Background: an optimization exercise with open tools, aiming at small area. Do not read the settings as production practice.

==> branch raven: inputs <==
Design ImagineThinker, start of the top module:
module ImagineThinker(clk,rst,inst_addr,inst_data,data_addr,data_rdata,data_wdata,data_we);
==> flow/config.mk <==
export PLATFORM = sky130hd
export DESIGN_NAME = ImagineThinker
export DESIGN_NICKNAME = ImagineThinker
export VERILOG_FILES = /design/flow/design.v
export SDC_FILE = /design/flow/constraint.sdc
export NUM_CORES = 4
export LEC_CHECK = 0
export ABC_CLOCK_PERIOD_IN_PS = 10000
export CAP_MARGIN = 20
export CORE_MARGIN = 2
export CORE_UTILIZATION = 50
export CTS_BUF_LIST = sky130_fd_sc_hd__clkbuf_4
export CTS_CLUSTER_DIAMETER = 60
export CTS_CLUSTER_SIZE = 7
export SLEW_MARGIN = 20
==> flow/constraint.sdc <==
create_clock -name core_clock -period 10.0 [get_ports {clk}]
set_input_delay 2.0000 -clock core_clock [delete_from_list [all_inputs] [get_ports {clk}]]
set_output_delay 2.0000 -clock core_clock [all_outputs]
set_load 0.01 [all_outputs]
standard.sh (not shown) runs the stock make flow with config.mk's settings and CLKGATE_MAP_FILE= SYNTH_SCRIPT=/design/flow/synth_recipe.tcl, a recipe that flattens the netlist after the stock synthesis.
==> flow/flow/run.sh <==
#!/bin/bash
# Own layout flow: the standard ORFS flow (standard.sh) with a copy of the
# ORFS scripts in which
#  - synthesis maps logic with an area-oriented ABC script (flow/abc_area.script)
#    and keeps the module hierarchy through technology mapping
#    (SYNTH_HIERARCHICAL=1; the standard flow's synthesis script flattens it afterwards as
#    usual), so that each module is mapped on its own; flip-flops are mapped
#    by the unchanged dfflibmap step, before ABC;
#  - the quick ABC pass inside Yosys's synth is skipped for the multiplier
#    modules only (flow/synth_proc.tcl);
#  - port buffering uses the smallest buffer cell;
#  - clock tree synthesis inserts no dummy loads;
#  - the larger buffers are not used, so repairs use small buffers.
# Each tool's output goes to ORFS's own per-step logs under orfs/logs; this
# script's own output goes to flow_setup.log and flow_make.log.
set -euo pipefail
W=$(pwd)
S=$W/myscripts
{
  rm -rf "$S"
  cp -r "$FLOW_HOME/scripts" "$S"
  cp "$W/flow/abc_area.script" "$S/abc_speed.script"
  cp "$W/flow/abc_area.script" "$S/abc_area.script"
  sed -i 's/buffer_ports {\*}\[env_var_or_empty BUFFER_PORTS_ARGS\]/buffer_ports -buffer_cell sky130_fd_sc_hd__buf_1/' "$S/global_place.tcl"
  sed -i 's/^  -repair_clock_nets\]/  -repair_clock_nets -dont_use_dummy_load]/' "$S/cts.tcl"
  { cat "$W/flow/synth_proc.tcl"; tail -n +2 "$W/synth_recipe.tcl"; } > "$W/my_synth.tcl"
  grep -n "buffer_ports" "$S/global_place.tcl"
  grep -n "dont_use_dummy_load" "$S/cts.tcl"
  cat "$W/my_synth.tcl"
} > "$W/flow_setup.log" 2>&1
DONT_USE_CELLS="sky130_fd_sc_hd__buf_4 sky130_fd_sc_hd__buf_6 sky130_fd_sc_hd__buf_8 sky130_fd_sc_hd__buf_12 sky130_fd_sc_hd__buf_16" \
bash standard.sh SCRIPTS_DIR="$S" SYNTH_HIERARCHICAL=1 SYNTH_SCRIPT="$W/my_synth.tcl" finish > "$W/flow_make.log" 2>&1
Other scripts of this flow, unchanged in this note and not shown: flow/flow/abc_area.script, flow/flow/synth_proc.tcl
==> branch willow: changes against branch raven <==
--- a/flow/design.v
+++ b/flow/design.v
@@ -458,99 +458,17 @@
     wire m1_228;
     assign m1_227 = m1_197 ^ m1_168 ^ m1_196;
     assign m1_228 = (m1_197 & m1_168) | (m1_196 & (m1_197 ^ m1_168));
     wire m1_229;
     wire m1_230;
     assign m1_229 = m1_199 ^ m1_172 ^ m1_198;
     assign m1_230 = (m1_199 & m1_172) | (m1_198 & (m1_199 ^ m1_172));
-    wire m1_231;
-    wire m1_232;
-    assign m1_231 = m1_201 ^ (s & y2[0]);
-    assign m1_232 = m1_201 & (s & y2[0]);
-    assign u[0] = m1_231;
-    wire m1_233;
-    wire m1_234;
-    assign m1_233 = m1_203 ^ m1_202 ^ m1_232;
-    assign m1_234 = (m1_203 & m1_202) | (m1_232 & (m1_203 ^ m1_202));
-    assign u[1] = m1_233;
-    wire m1_235;
-    wire m1_236;
-    assign m1_235 = m1_205 ^ m1_204 ^ m1_234;
-    assign m1_236 = (m1_205 & m1_204) | (m1_234 & (m1_205 ^ m1_204));
-    assign u[2] = m1_235;
-    wire m1_237;
-    wire m1_238;
-    assign m1_237 = m1_207 ^ m1_206 ^ m1_236;
-    assign m1_238 = (m1_207 & m1_206) | (m1_236 & (m1_207 ^ m1_206));
-    assign u[3] = m1_237;
-    wire m1_239;
-    wire m1_240;
-    assign m1_239 = m1_209 ^ m1_208 ^ m1_238;
-    assign m1_240 = (m1_209 & m1_208) | (m1_238 & (m1_209 ^ m1_208));
-    assign u[4] = m1_239;
-    wire m1_241;
-    wire m1_242;
-    assign m1_241 = m1_211 ^ m1_210 ^ m1_240;
-    assign m1_242 = (m1_211 & m1_210) | (m1_240 & (m1_211 ^ m1_210));
-    assign u[5] = m1_241;
-    wire m1_243;
-    wire m1_244;
-    assign m1_243 = m1_213 ^ m1_212 ^ m1_242;
-    assign m1_244 = (m1_213 & m1_212) | (m1_242 & (m1_213 ^ m1_212));
-    assign u[6] = m1_243;
-    wire m1_245;
-    wire m1_246;
-    assign m1_245 = m1_215 ^ m1_214 ^ m1_244;
-    assign m1_246 = (m1_215 & m1_214) | (m1_244 & (m1_215 ^ m1_214));
-    assign u[7] = m1_245;
-    wire m1_247;
-    wire m1_248;
-    assign m1_247 = m1_217 ^ m1_216 ^ m1_246;
-    assign m1_248 = (m1_217 & m1_216) | (m1_246 & (m1_217 ^ m1_216));
-    assign u[8] = m1_247;
-    wire m1_249;
-    wire m1_250;
-    assign m1_249 = m1_219 ^ m1_218 ^ m1_248;
-    assign m1_250 = (m1_219 & m1_218) | (m1_248 & (m1_219 ^ m1_218));
-    assign u[9] = m1_249;
-    wire m1_251;
-    wire m1_252;
-    assign m1_251 = m1_221 ^ m1_220 ^ m1_250;
-    assign m1_252 = (m1_221 & m1_220) | (m1_250 & (m1_221 ^ m1_220));
-    assign u[10] = m1_251;
-    wire m1_253;
-    wire m1_254;
-    assign m1_253 = m1_223 ^ m1_222 ^ m1_252;
-    assign m1_254 = (m1_223 & m1_222) | (m1_252 & (m1_223 ^ m1_222));
-    assign u[11] = m1_253;
-    wire m1_255;
-    wire m1_256;
-    assign m1_255 = m1_225 ^ m1_224 ^ m1_254;
-    assign m1_256 = (m1_225 & m1_224) | (m1_254 & (m1_225 ^ m1_224));
-    assign u[12] = m1_255;
-    wire m1_257;
-    wire m1_258;
-    assign m1_257 = m1_227 ^ m1_226 ^ m1_256;
-    assign m1_258 = (m1_227 & m1_226) | (m1_256 & (m1_227 ^ m1_226));
-    assign u[13] = m1_257;
-    wire m1_259;
-    wire m1_260;
-    assign m1_259 = m1_229 ^ m1_228 ^ m1_258;
-    assign m1_260 = (m1_229 & m1_228) | (m1_258 & (m1_229 ^ m1_228));
-    assign u[14] = m1_259;
-    wire m1_261;
-    wire m1_262;
-    assign m1_261 = m1_200 ^ m1_230 ^ m1_260;
-    assign m1_262 = (m1_200 & m1_230) | (m1_260 & (m1_200 ^ m1_230));
-    assign u[15] = m1_261;
-    wire m1_263;
-    wire m1_264;
-    assign m1_263 = 1'b1 ^ m1_262;
-    assign m1_264 = 1'b1 & m1_262;
-    assign u[16] = m1_263;
+    wire [16:0] m1_ra = {1'b1, m1_200, m1_229, m1_227, m1_225, m1_223, m1_221, m1_219, m1_217, m1_215, m1_213, m1_211, m1_209, m1_207, m1_205, m1_203, m1_201};
+    wire [16:0] m1_rb = {1'b0, m1_230, m1_228, m1_226, m1_224, m1_222, m1_220, m1_218, m1_216, m1_214, m1_212, m1_210, m1_208, m1_206, m1_204, m1_202, (s & y2[0])};
+    it_cpa17 m1_add(.a(m1_ra), .b(m1_rb), .s(u));
 endmodule
 module it_mul2(a1, a2, b1, b2, u);
     input [7:0] a1, a2, b1, b2;
     output [7:0] u;
     wire m2_1;
     wire m2_2;
     assign m2_1 = (a1[0] & b2[6]) ^ (a1[1] & b2[5]);
@@ -788,14 +706,36 @@
     assign u[6] = m2_113;
     wire m2_115;
     wire m2_116;
     assign m2_115 = m2_99 ^ m2_98 ^ m2_114;
     assign m2_116 = (m2_99 & m2_98) | (m2_114 & (m2_99 ^ m2_98));
     assign u[7] = m2_115;
 endmodule
+module it_cpa17(a, b, s);
+    input  [16:0] a, b;
+    output [16:0] s;
+    function [9:0] radd;         
+        input [8:0] x, y;
+        input c;
+        integer k;
+        reg cc;
+        begin
+            cc = c;
+            for (k = 0; k < 9; k = k + 1) begin
+                radd[k] = x[k] ^ y[k] ^ cc;
+                cc = (x[k] & y[k]) | (cc & (x[k] ^ y[k]));
+            end
+            radd[9] = cc;
+        end
+    endfunction
+    wire [9:0] lo  = radd({1'b0, a[7:0]}, {1'b0, b[7:0]}, 1'b0);
+    wire [9:0] hi0 = radd(a[16:8], b[16:8], 1'b0);
+    wire [9:0] hi1 = radd(a[16:8], b[16:8], 1'b1);
+    assign s = {(lo[8] ? hi1[8:0] : hi0[8:0]), lo[7:0]};
+endmodule
 `timescale 1ns / 1ps
 module Reg_Block(clk, we, waddr, wdata0, wdata1, wsel, raddr_a, raddr_b, rdata_a, rdata_b);
     input         clk;
     input         we;
     input  [4:0]  waddr;
     input  [15:0] wdata0, wdata1;           
     input         wsel;
==> flow/flow/run.sh (replaced) <==
#!/bin/bash
# Own layout flow: the standard ORFS flow (standard.sh) with a copy of the
# ORFS scripts in which
#  - synthesis maps logic with an area-oriented ABC script (flow/abc_area.script)
#    and keeps the module hierarchy through technology mapping
#    (SYNTH_HIERARCHICAL=1; the standard flow's synthesis script flattens it afterwards as
#    usual), so that each module is mapped on its own; flip-flops are mapped
#    by the unchanged dfflibmap step, before ABC;
#  - the quick ABC pass inside Yosys's synth is skipped for the multiplier
#    modules only (flow/synth_proc.tcl);
#  - port buffering uses the smallest buffer cell;
#  - clock tree synthesis inserts no dummy loads.
# Each tool's output goes to ORFS's own per-step logs under orfs/logs; this
# script's own output goes to flow_setup.log and flow_make.log.
set -euo pipefail
W=$(pwd)
S=$W/myscripts
{
  rm -rf "$S"
  cp -r "$FLOW_HOME/scripts" "$S"
  cp "$W/flow/abc_area.script" "$S/abc_speed.script"
  cp "$W/flow/abc_area.script" "$S/abc_area.script"
  sed -i 's/buffer_ports {\*}\[env_var_or_empty BUFFER_PORTS_ARGS\]/buffer_ports -buffer_cell sky130_fd_sc_hd__buf_1/' "$S/global_place.tcl"
  sed -i 's/^  -repair_clock_nets\]/  -repair_clock_nets -dont_use_dummy_load]/' "$S/cts.tcl"
  { cat "$W/flow/synth_proc.tcl"; tail -n +2 "$W/synth_recipe.tcl"; } > "$W/my_synth.tcl"
  grep -n "buffer_ports" "$S/global_place.tcl"
  grep -n "dont_use_dummy_load" "$S/cts.tcl"
  cat "$W/my_synth.tcl"
} > "$W/flow_setup.log" 2>&1
bash standard.sh SCRIPTS_DIR="$S" SYNTH_HIERARCHICAL=1 SYNTH_SCRIPT="$W/my_synth.tcl" finish > "$W/flow_make.log" 2>&1
CORE_UTILIZATION = 58   (was 50)
==> results.sh <==
export IMPL_met3_length_um=13260
export IMPL_status="finished clean"
export IMPL_met3_usage_pct=7.206
export IMPL_dp_hpwl_um=86640
export IMPL_syn_cell_area_sq_um=36010
export IMPL_grtUsageMet1_pct=49.61
export IMPL_syn_mean_instance_area_sq_um=12.50
export IMPL_crit_path_end="m_res[9]$_DFFE_PP_"
export IMPL_antenna_found_initial=2
export IMPL_hold_end="e_c[7]$_DFFE_PN_"
export IMPL_placed_area_sq_um=39400
export IMPL_multi_input_area_sq_um=14410
export IMPL_met2_usage_pct=62.34
export IMPL_fin_crit_sh_pct=96.61
export IMPL_die_x_um=253.2
Source of the figures above: branch willow

==> results.sh <==
export IMPL_met3_length_um=12800
export IMPL_crit_path_end="pn1[8]$_DFFE_PP_"
export IMPL_antenna_found_initial=6
export IMPL_placed_area_sq_um=39540
export IMPL_grtUsageMet1_pct=44.67
export IMPL_fin_crit_sh_pct=97.56
export IMPL_status="finished clean"
export IMPL_hold_end="e_c[1]$_DFFE_PN_"
export IMPL_met3_usage_pct=7.012
export IMPL_syn_cell_area_sq_um=36060
export IMPL_multi_input_area_sq_um=14380
Source of the figures above: branch raven

Function was not checked in any run of this note: the RTL went through the layout flow alone.

what the ideal ports hide:
In the flow no input, the clock included, has a driving cell. The finished layouts below were timed again as built, in two steps. Step 1 (the two cells are an assumption about what drives the block):
set clk [get_ports {clk}]
set_driving_cell -lib_cell sky130_fd_sc_hd__clkbuf_16 $clk
set_driving_cell -lib_cell sky130_fd_sc_hd__buf_2 [delete_from_list [all_inputs] $clk]
Step 2 moves the port delays by t, midway between the first and last clock arrival at a register: inputs arrive t later, outputs are due t later. That takes back most of the time a late clock gives input paths. a / b / c = ideal / step 1 / step 2; a / b = the first two.
| run | shift t [ns] | setup WS [ns] | latest minus earliest clock arrival (ns) | slew at the worst register clock pin (ns) | worst slew at a driven data input, ns |
|---|---|---|---|---|---|
| branch raven | 0.956 | 0.244 / 0.244 / 0.244 | 0.168 / 0.168 | 0.10 / 0.10 | 0.06 |
| branch willow | 0.967 | 0.339 / 0.339 / 0.339 | 0.130 / 0.130 | 0.10 / 0.10 | 0.06 |
After both steps every run listed still meets setup and hold.
